From an optimization exercise on the open Yosys and OpenROAD flow, aimed at small area and a short achievable clock period; shortcuts taken in it are not production practice.
Function was checked by simulation only, so behaviour that the tests miss may differ from the original.
No driver is modelled on the clock port, so clock power and skew are understated where the tree is cut down; a real chip needs a root buffer or a tree.
Power is estimated from default activity; no workload was simulated.

==> flow/design.v (excerpt) <==
module alu_top (
	input clk,
	input [31:0] a, b,
	input cin, binv, sel1, sel0,
	output reg [31:0] result,
	output reg co, zero, ovr);
clock: 16.0 ns
lec_check: 0
cap_margin: 20
core_margin: 2
core_utilization: 40
slew_margin: 20
synth_hierarchical: 1
standard.sh (not shown) runs the stock make flow with config.mk's settings and CLKGATE_MAP_FILE= SYNTH_SCRIPT=/design/flow/synth_recipe.tcl, a recipe that flattens the netlist after the stock synthesis.
==> flow/flow/run.sh <==
#!/bin/bash
# Layout flow: the standard ORFS flow (standard.sh, unchanged synthesis) with
#  - every non-sequential cell set to its smallest size right after synthesis, so that
#    the resizer sizes up only what timing needs (flow/downsize.tcl, before floorplan);
#  - port buffers buf_1 on inputs (BUFFER_PORTS_ARGS) and buf_2 on outputs
#    (flow/outbuf.tcl, right after global placement) instead of the default cell;
#  - a one-level clock tree: the clock port drives 4 clock buffers, each driving a
#    cluster of flip-flops (flow/clocktree.tcl, right after CTS);
#  - a setup margin for the resizer's timing repair (the clock and constraints are the standard flow's).
set -euo pipefail
HERE=$(pwd)
source "$HERE/flow/settings.sh"
export PRE_FLOORPLAN_TCL="$HERE/flow/downsize.tcl"
export BUFFER_PORTS_ARGS="-inputs -buffer_cell sky130_fd_sc_hd__buf_1"
export POST_GLOBAL_PLACE_TCL="$HERE/flow/outbuf.tcl"
export POST_CTS_TCL="$HERE/flow/clocktree.tcl"
# timing is repaired after the clock tree is replaced (global route step), not before
export SKIP_CTS_REPAIR_TIMING=1
bash standard.sh > "$HERE/standard_flow.log" 2>&1
==> flow/flow/clocktree.tcl <==
set nbuf 4
if {[info exists ::env(CLK_NBUF)]} { set nbuf $::env(CLK_NBUF) }
set bufcell sky130_fd_sc_hd__clkbuf_16
if {[info exists ::env(CLK_BUFCELL)]} { set bufcell $::env(CLK_BUFCELL) }
set block [ord::get_db_block]
set db [ord::get_db]
set clknet [$block findNet clk]
# walk the tree from the port: collect buffers, nets and flip-flop clock pins
set bufs {}
set nets {}
set sinks {}
set todo [list $clknet]
while {[llength $todo]} {
  set net [lindex $todo 0]
  set todo [lrange $todo 1 end]
  foreach it [$net getITerms] {
    if {![$it isInputSignal]} { continue }
    set inst [$it getInst]
    set m [[$inst getMaster] getName]
    if {[string match "*clkbuf*" $m] || [string match "*__buf_*" $m] || [string match "*clkinv*" $m] || [string match "*__inv_*" $m]} {
      set drives 0
      foreach o [$inst getITerms] {
        if {[$o isOutputSignal] && [$o getNet] ne "NULL"} { set drives 1 }
      }
      if {[string match "*inv*" $m] && $drives} { error "clocktree.tcl: inverter $m in the clock tree" }
      lappend bufs $inst
      foreach o [$inst getITerms] {
        if {[$o isOutputSignal] && [$o getNet] ne "NULL"} { lappend todo [$o getNet]; lappend nets [$o getNet] }
      }
    } else {
      lappend sinks $it
    }
  }
}
puts "clocktree.tcl: [llength $bufs] clock buffers, [llength $sinks] sinks"
foreach it $sinks {
  if {![string match "*dfxtp*" [[[$it getInst] getMaster] getName]]} { error "clocktree.tcl: unexpected clock sink [[$it getInst] getName]" }
}
# remove the old tree
foreach it $sinks { $it disconnect }
foreach inst $bufs { odb::dbInst_destroy $inst }
foreach net $nets { odb::dbNet_destroy $net }
# k-means on sink locations
set pts {}
foreach it $sinks {
  set bb [[$it getInst] getBBox]
  lappend pts [list [expr {([$bb xMin] + [$bb xMax]) / 2.0}] [expr {([$bb yMin] + [$bb yMax]) / 2.0}]]
}
set n [llength $pts]
set cent {}
set sorted [lsort -real -index 0 $pts]
for {set k 0} {$k < $nbuf} {incr k} { lappend cent [lindex $sorted [expr {int(($k + 0.5) * $n / $nbuf)}]] }
for {set iter 0} {$iter < 50} {incr iter} {
  set asg {}
  foreach p $pts {
    set best 0; set bd 1e30
    for {set k 0} {$k < $nbuf} {incr k} {
      set c [lindex $cent $k]
      set d [expr {pow([lindex $p 0] - [lindex $c 0], 2) + pow([lindex $p 1] - [lindex $c 1], 2)}]
      if {$d < $bd} { set bd $d; set best $k }
    }
    lappend asg $best
  }
  set nc {}
  for {set k 0} {$k < $nbuf} {incr k} {
    set sx 0; set sy 0; set c 0
    foreach p $pts a $asg { if {$a == $k} { set sx [expr {$sx + [lindex $p 0]}]; set sy [expr {$sy + [lindex $p 1]}]; incr c } }
    if {$c} { lappend nc [list [expr {$sx / $c}] [expr {$sy / $c}]] } else { lappend nc [lindex $cent $k] }
  }
  set cent $nc
}
set master [$db findMaster $bufcell]
for {set k 0} {$k < $nbuf} {incr k} {
  set inst [odb::dbInst_create $block $master "clkbuf_flat_$k"]
  set net [odb::dbNet_create $block "clknet_flat_$k"]
  $net setSigType CLOCK
  [$inst findITerm A] connect $clknet
  [$inst findITerm X] connect $net
  set c [lindex $cent $k]
  $inst setLocation [expr {int([lindex $c 0])}] [expr {int([lindex $c 1])}]
  $inst setPlacementStatus PLACED
  set cnt 0
  foreach it $sinks a $asg { if {$a == $k} { $it connect $net; incr cnt } }
  puts "clocktree.tcl: buffer $k at [lindex $c 0] [lindex $c 1] drives $cnt flip-flops"
}
detailed_placement
check_placement -verbose
estimate_parasitics -placement
report_clock_skew
report_worst_slack -max
report_worst_slack -min
==> flow/flow/outbuf.tcl <==
# Buffer every output port (the inputs were buffered just before global placement).
buffer_ports -outputs -buffer_cell sky130_fd_sc_hd__buf_2
==> flow/flow/settings.sh <==
export SETUP_SLACK_MARGIN=12.2
Other scripts of this flow, unchanged in this note and not shown: flow/flow/downsize.tcl
The baseline produced a clean layout.
Next try:
==> flow/flow/settings.sh (replaced) <==
export SETUP_SLACK_MARGIN=11.0
The new run produced a clean layout.
Total power goes down by 3.8%.
Die area is unchanged.
Routed wire length falls by 3.5%.
Cell area went down by 5.2%.
Next try:
--- a/flow/flow/clocktree.tcl
+++ b/flow/flow/clocktree.tcl
@@ -29,2 +29,8 @@
       }
+    } elseif {![string match "*dfxtp*" $m] && [string match "clkload*" [$inst getName]]} {
+      # a dummy load that CTS added for balancing: its output drives nothing
+      foreach o [$inst getITerms] {
+        if {[$o isOutputSignal] && [$o getNet] ne "NULL"} { error "clocktree.tcl: clock load [$inst getName] drives a net" }
+      }
+      lappend bufs $inst
     } else {
==> flow/flow/outbuf.tcl (replaced) <==
# Buffer every output port (the inputs were buffered just before global placement).
set cell sky130_fd_sc_hd__buf_2
if {[info exists ::env(OUTBUF_CELL)]} { set cell $::env(OUTBUF_CELL) }
buffer_ports -outputs -buffer_cell $cell
==> flow/flow/settings.sh (replaced) <==
export SETUP_SLACK_MARGIN=11.8
export CLK_NBUF=3
Outcome: The new run ran to the end with no violations; final cell count hardly moves; via count is about the same; sequential share of layout area barely changes; wire length stays flat; final area hardly moves.
Next try:
--- a/flow/flow/clocktree.tcl
+++ b/flow/flow/clocktree.tcl
@@ -29,8 +29,2 @@
       }
-    } elseif {![string match "*dfxtp*" $m] && [string match "clkload*" [$inst getName]]} {
-      # a dummy load that CTS added for balancing: its output drives nothing
-      foreach o [$inst getITerms] {
-        if {[$o isOutputSignal] && [$o getNet] ne "NULL"} { error "clocktree.tcl: clock load [$inst getName] drives a net" }
-      }
-      lappend bufs $inst
     } else {
==> flow/flow/outbuf.tcl (replaced) <==
# Buffer every output port (the inputs were buffered just before global placement).
buffer_ports -outputs -buffer_cell sky130_fd_sc_hd__buf_2
==> flow/flow/settings.sh (replaced) <==
export SETUP_SLACK_MARGIN=12.0
Result:
- The changed run completed without violations
- design area increases by 0.37%
- routed wire length increases by 1.3%
- utilization increases by 0.18 points
- worst setup slack got worse by 0.0047 ns
- global-route usage decreases by 0.35 points
- via count stays flat
- cell count stays the same
- power increases by 2.2%
- die area stays the same
- sequential share of layout area decreases by 0.11 points
In every run of this note, the design's own scripts or RTL, not TritonCTS, make the clock network.

Another version of the RTL of alu_top (not shown whole).
For scale: roughly 100 I/O pins.
export LEC_CHECK = 0
export CAP_MARGIN = 20
export CORE_MARGIN = 2
export CORE_UTILIZATION = 40
export SLEW_MARGIN = 20
export SYNTH_HIERARCHICAL = 1
create_clock -name core_clock -period 16.0 [get_ports {clk}]
==> flow/flow/clocktree.tcl <==
set nbuf 4
if {[info exists ::env(CLK_NBUF)]} { set nbuf $::env(CLK_NBUF) }
set bufcell sky130_fd_sc_hd__clkbuf_16
if {[info exists ::env(CLK_BUFCELL)]} { set bufcell $::env(CLK_BUFCELL) }
set block [ord::get_db_block]
set db [ord::get_db]
set clknet [$block findNet clk]
# walk the tree from the port: collect buffers, nets and flip-flop clock pins
set bufs {}
set nets {}
set sinks {}
set todo [list $clknet]
while {[llength $todo]} {
  set net [lindex $todo 0]
  set todo [lrange $todo 1 end]
  foreach it [$net getITerms] {
    if {![$it isInputSignal]} { continue }
    set inst [$it getInst]
    set m [[$inst getMaster] getName]
    if {[string match "*clkbuf*" $m] || [string match "*__buf_*" $m] || [string match "*clkinv*" $m] || [string match "*__inv_*" $m]} {
      set drives 0
      foreach o [$inst getITerms] {
        if {[$o isOutputSignal] && [$o getNet] ne "NULL"} { set drives 1 }
      }
      if {[string match "*inv*" $m] && $drives} { error "clocktree.tcl: inverter $m in the clock tree" }
      lappend bufs $inst
      foreach o [$inst getITerms] {
        if {[$o isOutputSignal] && [$o getNet] ne "NULL"} { lappend todo [$o getNet]; lappend nets [$o getNet] }
      }
    } else {
      lappend sinks $it
    }
  }
}
puts "clocktree.tcl: [llength $bufs] clock buffers, [llength $sinks] sinks"
foreach it $sinks {
  if {![string match "*dfxtp*" [[[$it getInst] getMaster] getName]]} { error "clocktree.tcl: unexpected clock sink [[$it getInst] getName]" }
}
# remove the old tree
foreach it $sinks { $it disconnect }
foreach inst $bufs { odb::dbInst_destroy $inst }
foreach net $nets { odb::dbNet_destroy $net }
# k-means on sink locations
set pts {}
foreach it $sinks {
  set bb [[$it getInst] getBBox]
  lappend pts [list [expr {([$bb xMin] + [$bb xMax]) / 2.0}] [expr {([$bb yMin] + [$bb yMax]) / 2.0}]]
}
set n [llength $pts]
set cent {}
set sorted [lsort -real -index 0 $pts]
for {set k 0} {$k < $nbuf} {incr k} { lappend cent [lindex $sorted [expr {int(($k + 0.5) * $n / $nbuf)}]] }
for {set iter 0} {$iter < 50} {incr iter} {
  set asg {}
  foreach p $pts {
    set best 0; set bd 1e30
    for {set k 0} {$k < $nbuf} {incr k} {
      set c [lindex $cent $k]
      set d [expr {pow([lindex $p 0] - [lindex $c 0], 2) + pow([lindex $p 1] - [lindex $c 1], 2)}]
      if {$d < $bd} { set bd $d; set best $k }
    }
    lappend asg $best
  }
  set nc {}
  for {set k 0} {$k < $nbuf} {incr k} {
    set sx 0; set sy 0; set c 0
    foreach p $pts a $asg { if {$a == $k} { set sx [expr {$sx + [lindex $p 0]}]; set sy [expr {$sy + [lindex $p 1]}]; incr c } }
    if {$c} { lappend nc [list [expr {$sx / $c}] [expr {$sy / $c}]] } else { lappend nc [lindex $cent $k] }
  }
  set cent $nc
}
set master [$db findMaster $bufcell]
for {set k 0} {$k < $nbuf} {incr k} {
  set inst [odb::dbInst_create $block $master "clkbuf_flat_$k"]
  set net [odb::dbNet_create $block "clknet_flat_$k"]
  $net setSigType CLOCK
  [$inst findITerm A] connect $clknet
  [$inst findITerm X] connect $net
  set c [lindex $cent $k]
  $inst setLocation [expr {int([lindex $c 0])}] [expr {int([lindex $c 1])}]
  $inst setPlacementStatus PLACED
  set cnt 0
  foreach it $sinks a $asg { if {$a == $k} { $it connect $net; incr cnt } }
  puts "clocktree.tcl: buffer $k at [lindex $c 0] [lindex $c 1] drives $cnt flip-flops"
}
detailed_placement
check_placement -verbose
estimate_parasitics -placement
report_clock_skew
report_worst_slack -max
report_worst_slack -min
==> flow/flow/settings.sh <==
export SETUP_SLACK_MARGIN=12.25
Scripts as last shown in full above: flow/flow/run.sh
Other scripts of this flow, unchanged in this note and not shown: flow/flow/downsize.tcl, flow/flow/outbuf.tcl
The first run finished clean.
Change:
==> flow/flow/settings.sh (replaced) <==
export SETUP_SLACK_MARGIN=12.15
- CORE_UTILIZATION: 40 -> 60
=> The new run produced a clean layout; utilization went up by 24 points; final cell count drops by a little under a tenth; clock power stays flat; final area came out lower by a few percent; wire length rises slightly; power decreases slightly; sequential share of layout area increases by 1.3 points.
Change:
--- a/flow/flow/run.sh
+++ b/flow/flow/run.sh
@@ -17,2 +16,0 @@
-# timing is repaired after the clock tree is replaced (global route step), not before
-export SKIP_CTS_REPAIR_TIMING=1
--- a/flow/flow/clocktree.tcl
+++ b/flow/flow/clocktree.tcl
@@ -3 +3 @@
-set bufcell sky130_fd_sc_hd__clkbuf_16
+set bufcell sky130_fd_sc_hd__clkbuf_8
==> flow/flow/settings.sh (replaced) <==
export SETUP_SLACK_MARGIN=12.1
export CLK_BUFCELL=sky130_fd_sc_hd__clkbuf_16
- CORE_UTILIZATION: 60 -> 40
Effect: Global-route usage shrinks by 7.5 points. Register-to-register slack loses 0.12 ns. Total power is about the same. Synthesized cell count is unchanged. Final area increases by 2.0%. Combinational power stays flat. Die area increases by 47%. Sequential power hardly moves. Cell count is higher by 8.7%. Routed wire length decreases by 0.76%.
Change:
--- a/flow/flow/clocktree.tcl
+++ b/flow/flow/clocktree.tcl
@@ -21,5 +21 @@
-      set drives 0
-      foreach o [$inst getITerms] {
-        if {[$o isOutputSignal] && [$o getNet] ne "NULL"} { set drives 1 }
-      }
-      if {[string match "*inv*" $m] && $drives} { error "clocktree.tcl: inverter $m in the clock tree" }
+      if {[string match "*inv*" $m]} { error "clocktree.tcl: inverter $m in the clock tree" }
Effect: With this change the flow failed in clock tree synthesis (4_1_cts). Synthesized cell count does not change.
In the first, second and third runs of this note the design's own scripts or RTL, not TritonCTS, make the clock network.

==> what the ideal ports hide <==
The flow's constraints put no driver on any port. The routed layouts listed below were extracted and timed again, unchanged, in two steps. Step 1 sets driving cells, clkbuf_16 on the clock port and buf_2 on the other inputs (assumed; they add their load-dependent delay and slew). Step 2 times the ports against the registers' clock, not the clock port: input delays grow and output delays shrink by t, the midpoint of the rising clock arrivals with the driver on. a / b / c = no drivers / after step 1 / after step 2; a / b = the first two.
run | t, ns | slack for setup (ns) | hold slack, ns | worst setup path after step 2 | pins driven straight from the clock port
the first run of note 1 | 0.236 | 12.185 / 12.105 / 12.341 | 0.687 / 0.687 / 0.687 | register to output | 4
the second run of note 1 | 0.233 | 11.622 / 11.622 / 11.622 | 0.663 / 0.663 / 0.663 | register to register | 4
the third run of note 1 | 0.238 | 12.134 / 12.067 / 12.220 | 0.700 / 0.700 / 0.700 | register to register | 3
the fourth run of note 1 | 0.234 | 12.130 / 12.050 / 12.284 | 0.682 / 0.682 / 0.682 | register to output | 4
the first run of note 2 | 0.234 | 12.177 / 12.096 / 12.330 | 0.638 / 0.638 / 0.638 | register to output | 4
the second run of note 2 | 0.235 | 12.175 / 12.095 / 12.330 | 0.612 / 0.612 / 0.612 | register to output | 4
the third run of note 2 | 0.237 | 12.180 / 12.097 / 12.335 | 0.660 / 0.660 / 0.660 | register to output | 4
After both steps setup and hold are still met in every run listed.
